This is an optimization exercise on Yosys and OpenROAD, whose aim is small area and a short achievable clock period, not a production implementation. At most, simulation tests tie the RTL to the original design; equivalence was not proved. No activity file was given, so power comes from the tool's default toggle rates.

// ALU_TOP
module ALU_TOP (
input  wire [15:0] A ,
input  wire [15:0] B ,
input  wire [3:0]  ALU_FUNC ,
input  wire        CLK ,
output reg  [31:0] Arith_OUT ,
output wire        Carry_OUT ,
output reg         Arith_Flag ,
output reg  [15:0] Logic_OUT ,
output reg         Logic_Flag ,
output reg  [15:0] Shift_OUT ,
output reg         Shift_Flag ,
output reg  [2:0]  CMP_OUT ,
output reg         CMP_Flag
);
Size in the first run: roughly 2,600 cells after synthesis, ~110 I/O pins, about 0.016 mm2 of cells after synthesis.
clock: 105.0 ns
lec_check: 0
abc_area: 1
cap_margin: 20
core_margin: 2
core_utilization: 40
slew_margin: 20
standard.sh (not shown) runs the stock make flow with config.mk's settings and CLKGATE_MAP_FILE= SYNTH_SCRIPT=/design/flow/synth_recipe.tcl, a recipe that flattens the netlist after the stock synthesis.
==> flow/flow/run.sh <==
#!/bin/bash
# Layout flow: the standard synthesis, then the combinational logic is
# re-mapped (full-adder polarity chosen to save inverters, other cells
# re-mapped by ABC; flip-flops untouched), proven equivalent to the standard
# netlist, and laid out by the standard flow with small port buffers.
set -euo pipefail
F=$PWD/flow
source $F/params.sh
R=$PWD/orfs/results/sky130hd/ALU_TOP/base
export LIB=$FLOW_HOME/platforms/sky130hd/lib/sky130_fd_sc_hd__tt_025C_1v80.lib
export YOSYS=$(command -v yosys || echo /OpenROAD-flow-scripts/tools/install/yosys/bin/yosys)
export YOSYS_ABC=$(command -v yosys-abc || echo $(dirname $YOSYS)/yosys-abc)

bash standard.sh synth > synth.log 2>&1
cp $R/1_2_yosys.v std_synth.v
python3 $F/fixinv.py std_synth.v fixinv1.v $SOFTEN > fixinv1.log 2>&1
RS_IN=$PWD/fixinv1.v RS_OUT=$PWD/resynth.v RS_LIB=$LIB RS_SCRIPT=$F/$ABC_SCRIPT \
  RS_DONT_USE="$(cat $F/dont_use.txt)" RS_CONSTR=$F/abc.constr \
  $YOSYS -c $F/resynth.tcl > resynth.log 2>&1
python3 $F/fixinv.py resynth.v fixinv2.v > fixinv2.log 2>&1
if bash $F/equiv.sh std_synth.v fixinv2.v $PWD/equiv > equiv.log 2>&1; then
  echo "re-mapped netlist proven equivalent" >> equiv.log
  cp fixinv2.v $R/1_2_yosys.v
  rm -f $R/1_synth.odb $R/1_synth.sdc
else
  echo "equivalence not proven: keeping the standard netlist" >> equiv.log
fi
bash standard.sh "${EXTRA[@]}" finish > layout.log 2>&1
Other scripts of this flow, unchanged in this note and not shown: flow/flow/abc.constr, flow/flow/cutff.py, flow/flow/dont_use.txt, flow/flow/equiv.sh, flow/flow/fixinv.py, flow/flow/params.sh, flow/flow/resynth.abc, flow/flow/resynth.tcl
Then changed:
--- a/flow/design.v
+++ b/flow/design.v
@@ -535,17 +535,20 @@
 wire s3_3_p3_8 = s3_3_p8 & s3_3_p2_7;
 wire s3_3_g3_9 = s3_3_g0_9 | (s3_3_p0_9 & s3_3_g2_7);
 wire s3_3_p3_9 = s3_3_p0_9 & s3_3_p2_7;
 wire [9:0] d3_3 = {p3[9] ^ b3[9] ^ s3_3_g3_8, p3[8] ^ b3[8] ^ s3_3_g2_7, p3[7] ^ b3[7] ^ s3_3_g2_6, p3[6] ^ b3[6] ^ s3_3_g2_5, p3[5] ^ b3[5] ^ s3_3_g2_4, p3[4] ^ b3[4] ^ s3_3_g1_3, p3[3] ^ b3[3] ^ s3_3_g1_2, p3[2] ^ b3[2] ^ s3_3_g0_1, p3[1] ^ b3[1] ^ s3_3_g0, p3[0] ^ b3[0] ^ 1'b0};
 wire [9:0] c3_3 = {s3_3_g3_8, s3_3_g2_7, s3_3_g2_6, s3_3_g2_5, s3_3_g2_4, s3_3_g1_3, s3_3_g1_2, s3_3_g0_1, s3_3_g0, 1'b0};
 wire ge3_3 = fit3_3 & ~s3_3_g3_9;
 assign Q[7] = ge3_2;
 assign Q[6] = ge3_3 | (ge3_1 & ~ge3_2);
-wire [15:0] r3 = {ge3_3 ? d3_3 : ge3_2 ? d3_2 : ge3_1 ? d3_1 : p3, r4[5:0]};
+wire sel3_3 = ge3_3;
+wire sel3_2 = ge3_2 & ~ge3_3;
+wire sel3_1 = ge3_1 & ~ge3_2;
+wire [15:0] r3 = {p3[9] ^ ((sel3_1 & (b1[9] ^ c3_1[9])) | (sel3_2 & (b2[9] ^ c3_2[9])) | (sel3_3 & (b3[9] ^ c3_3[9]))), p3[8] ^ ((sel3_1 & (b1[8] ^ c3_1[8])) | (sel3_2 & (b2[8] ^ c3_2[8])) | (sel3_3 & (b3[8] ^ c3_3[8]))), p3[7] ^ ((sel3_1 & (b1[7] ^ c3_1[7])) | (sel3_2 & (b2[7] ^ c3_2[7])) | (sel3_3 & (b3[7] ^ c3_3[7]))), p3[6] ^ ((sel3_1 & (b1[6] ^ c3_1[6])) | (sel3_2 & (b2[6] ^ c3_2[6])) | (sel3_3 & (b3[6] ^ c3_3[6]))), p3[5] ^ ((sel3_1 & (b1[5] ^ c3_1[5])) | (sel3_2 & (b2[5] ^ c3_2[5])) | (sel3_3 & (b3[5] ^ c3_3[5]))), p3[4] ^ ((sel3_1 & (b1[4] ^ c3_1[4])) | (sel3_2 & (b2[4] ^ c3_2[4])) | (sel3_3 & (b3[4] ^ c3_3[4]))), p3[3] ^ ((sel3_1 & (b1[3] ^ c3_1[3])) | (sel3_2 & (b2[3] ^ c3_2[3])) | (sel3_3 & (b3[3] ^ c3_3[3]))), p3[2] ^ ((sel3_1 & (b1[2] ^ c3_1[2])) | (sel3_2 & (b2[2] ^ c3_2[2])) | (sel3_3 & (b3[2] ^ c3_3[2]))), p3[1] ^ ((sel3_1 & (b1[1] ^ c3_1[1])) | (sel3_2 & (b2[1] ^ c3_2[1])) | (sel3_3 & (b3[1] ^ c3_3[1]))), p3[0] ^ ((sel3_1 & (b1[0] ^ c3_1[0])) | (sel3_2 & (b2[0] ^ c3_2[0])) | (sel3_3 & (b3[0] ^ c3_3[0]))), r4[5:0]};
 wire [11:0] p2 = r3[15:4];
 wire fit2_1 = (B <= 16'd4095);
 wire fit2_2 = (B <= 16'd2047);
 wire fit2_3 = (B <= 16'd1365);
 wire s2_1_g0 = ~p2[0] & b1[0];
 wire s2_1_g1 = ~p2[1] & b1[1];
 wire s2_1_g2 = ~p2[2] & b1[2];
 wire s2_1_g3 = ~p2[3] & b1[3];
Result:
- total power came out higher slightly
- sequential cell count is unchanged
- non-clock buffer count came out lower by 9
- die area came out lower slightly
- hold slack gets worse by 0.042 ns
- setup slack gets worse by 0.62 ns
- routed wire length came out lower by a few percent
- final cell count came out lower by a few percent
No functional check of the RTL was part of the first run of this note.

ALU_TOP, a different RTL version from the one above (not shown whole).
For scale: ~2,800 cells after synthesis, about 110 I/O pins, ~0.017 sq mm of cells after synthesis.
==> module ALU_TOP, before the edit <==
module ALU_TOP (
input  wire [15:0] A ,
input  wire [15:0] B ,
input  wire [3:0]  ALU_FUNC ,
input  wire        CLK ,
output reg  [31:0] Arith_OUT ,
output wire        Carry_OUT ,
output reg         Arith_Flag ,
output reg  [15:0] Logic_OUT ,
output reg         Logic_Flag ,
output reg  [15:0] Shift_OUT ,
output reg         Shift_Flag ,
output reg  [2:0]  CMP_OUT ,
output reg         CMP_Flag
);
wire [3:0] en;
Decoder U0 (.IN(ALU_FUNC[3:2]), .OUT(en));
wire        sub = (en[0] & (ALU_FUNC[1:0] == 2'b01)) | en[2];
wire [15:0] y   = B ^ {16{sub}};
wire [16:0] c;
wire [16:0] s;
assign c[0] = sub;
genvar i;
generate
  for (i = 0; i < 16; i = i + 1) begin : add
    assign s[i]   = A[i] ^ y[i] ^ c[i];
    assign c[i+1] = (A[i] & y[i]) | (A[i] & c[i]) | (y[i] & c[i]);
  end
endgenerate
assign s[16] = c[16];
wire        lt  = ~s[16];
wire        eq  = (A == B);
wire [31:0] prod;
wire [15:0] quot;
MUL_UNIT U_MUL (.A(A), .B(B), .P(prod));
DIV_UNIT U_DIV (.A(A), .B(B), .Q(quot));
reg [31:0] arith;
always @(*) begin
  case (ALU_FUNC[1:0])
    2'b00: arith = {15'b0, s};
    2'b01: arith = {{16{lt}}, s[15:0]};
    2'b10: arith = prod;
    default: arith = {16'b0, quot};
  endcase
end
wire [15:0] logic_y, shift_y;
wire [2:0]  cmp_y;
LOGIC_UNIT U_LOGIC (.A(A), .B(B), .F(ALU_FUNC[1:0]), .Y(logic_y));
SHIFT_UNIT U_SHIFT (.A(A), .B(B), .F(ALU_FUNC[1:0]), .Y(shift_y));
CMP_UNIT   U_CMP   (.eq(eq), .lt(lt), .F(ALU_FUNC[1:0]), .Y(cmp_y));
always @(posedge CLK) begin
  Arith_OUT  <= en[0] ? arith : 32'b0;
  Arith_Flag <= en[0];
  Logic_OUT  <= en[1] ? logic_y : 16'b0;
  Logic_Flag <= en[1];
  CMP_OUT    <= en[2] ? cmp_y : 3'b0;
  CMP_Flag   <= en[2];
  Shift_OUT  <= en[3] ? shift_y : 16'b0;
  Shift_Flag <= en[3];
end
assign Carry_OUT = Arith_OUT[16];
endmodule
Settings: LEC_CHECK=0, ABC_AREA=1, CAP_MARGIN=20, CORE_MARGIN=2, CORE_UTILIZATION=40, SLEW_MARGIN=20; clock period 105.0 ns.
Scripts as last shown in full above: flow/flow/run.sh
Other scripts of this flow, unchanged in this note and not shown: flow/flow/abc.constr, flow/flow/cutff.py, flow/flow/dont_use.txt, flow/flow/equiv.sh, flow/flow/fixinv.py, flow/flow/params.sh, flow/flow/resynth.abc, flow/flow/resynth.tcl
The first run ran to the end with no violations.
==> next run, changes <==
--- a/flow/design.v
+++ b/flow/design.v
@@ -2458,13 +2458,13 @@
     assign s[i]   = A[i] ^ y[i] ^ c[i];
     assign c[i+1] = (A[i] & y[i]) | (A[i] & c[i]) | (y[i] & c[i]);
   end
 endgenerate
 assign s[16] = c[16];
 wire        lt  = ~s[16];
-wire        eq  = (A == B);
+wire        eq  = ~|s[15:0];    
 wire [31:0] prod;
 wire [15:0] quot;
 MUL_UNIT U_MUL (.A(A), .B(B), .P(prod));
 DIV_UNIT U_DIV (.A(A), .B(B), .Q(quot));
 reg [31:0] arith;
 always @(*) begin
After rerunning:
- The changed run finished clean
- die area shrinks by a few percent
- worst hold slack is worse by 0.083 ns
- design area decreases by a few percent
- clock-buffer cell count stays the same
- area after synthesis came out lower by a few percent
- sequential power barely changes
- first-iteration DRC count drops by a little under a tenth
- power rises by a few percent
- via count came out lower slightly

## static timing again, ports no longer ideal
No port has a modelled driver above. Below, the same layouts with a new extraction and two added sets of constraints. Step 1, drivers: a clkbuf_16 drives CLK and a buf_2 each remaining input, both assumed. Step 2 moves the port delays by t, midway between the first and last clock arrival at a register: inputs arrive t later, outputs are due t later. That takes back most of the time a late clock gives input paths. Three values: no drivers, after step 1, after step 2; two values: the first two.
run | t, ns | slack for setup (ns) | latest minus earliest clock arrival (ns) | slew at the worst register clock pin (ns)
the first run of note 1 | 0.411 | 70.081 / 70.095 / 69.684 | 0.009 / 0.009 | 0.07 / 0.07
the second run of note 1 | 0.415 | 69.461 / 69.492 / 69.076 | 0.015 / 0.015 | 0.07 / 0.07
the first run of note 2 | 0.421 | 72.423 / 72.453 / 72.032 | 0.024 / 0.024 | 0.08 / 0.08
the second run of note 2 | 0.398 | 71.247 / 71.275 / 70.877 | 0.015 / 0.016 | 0.07 / 0.07
After both steps every run listed still meets setup and hold. The setup slack of the first run of note 1, which loses most, moves by +0.014 ns with the drivers and by -0.397 ns with both steps.
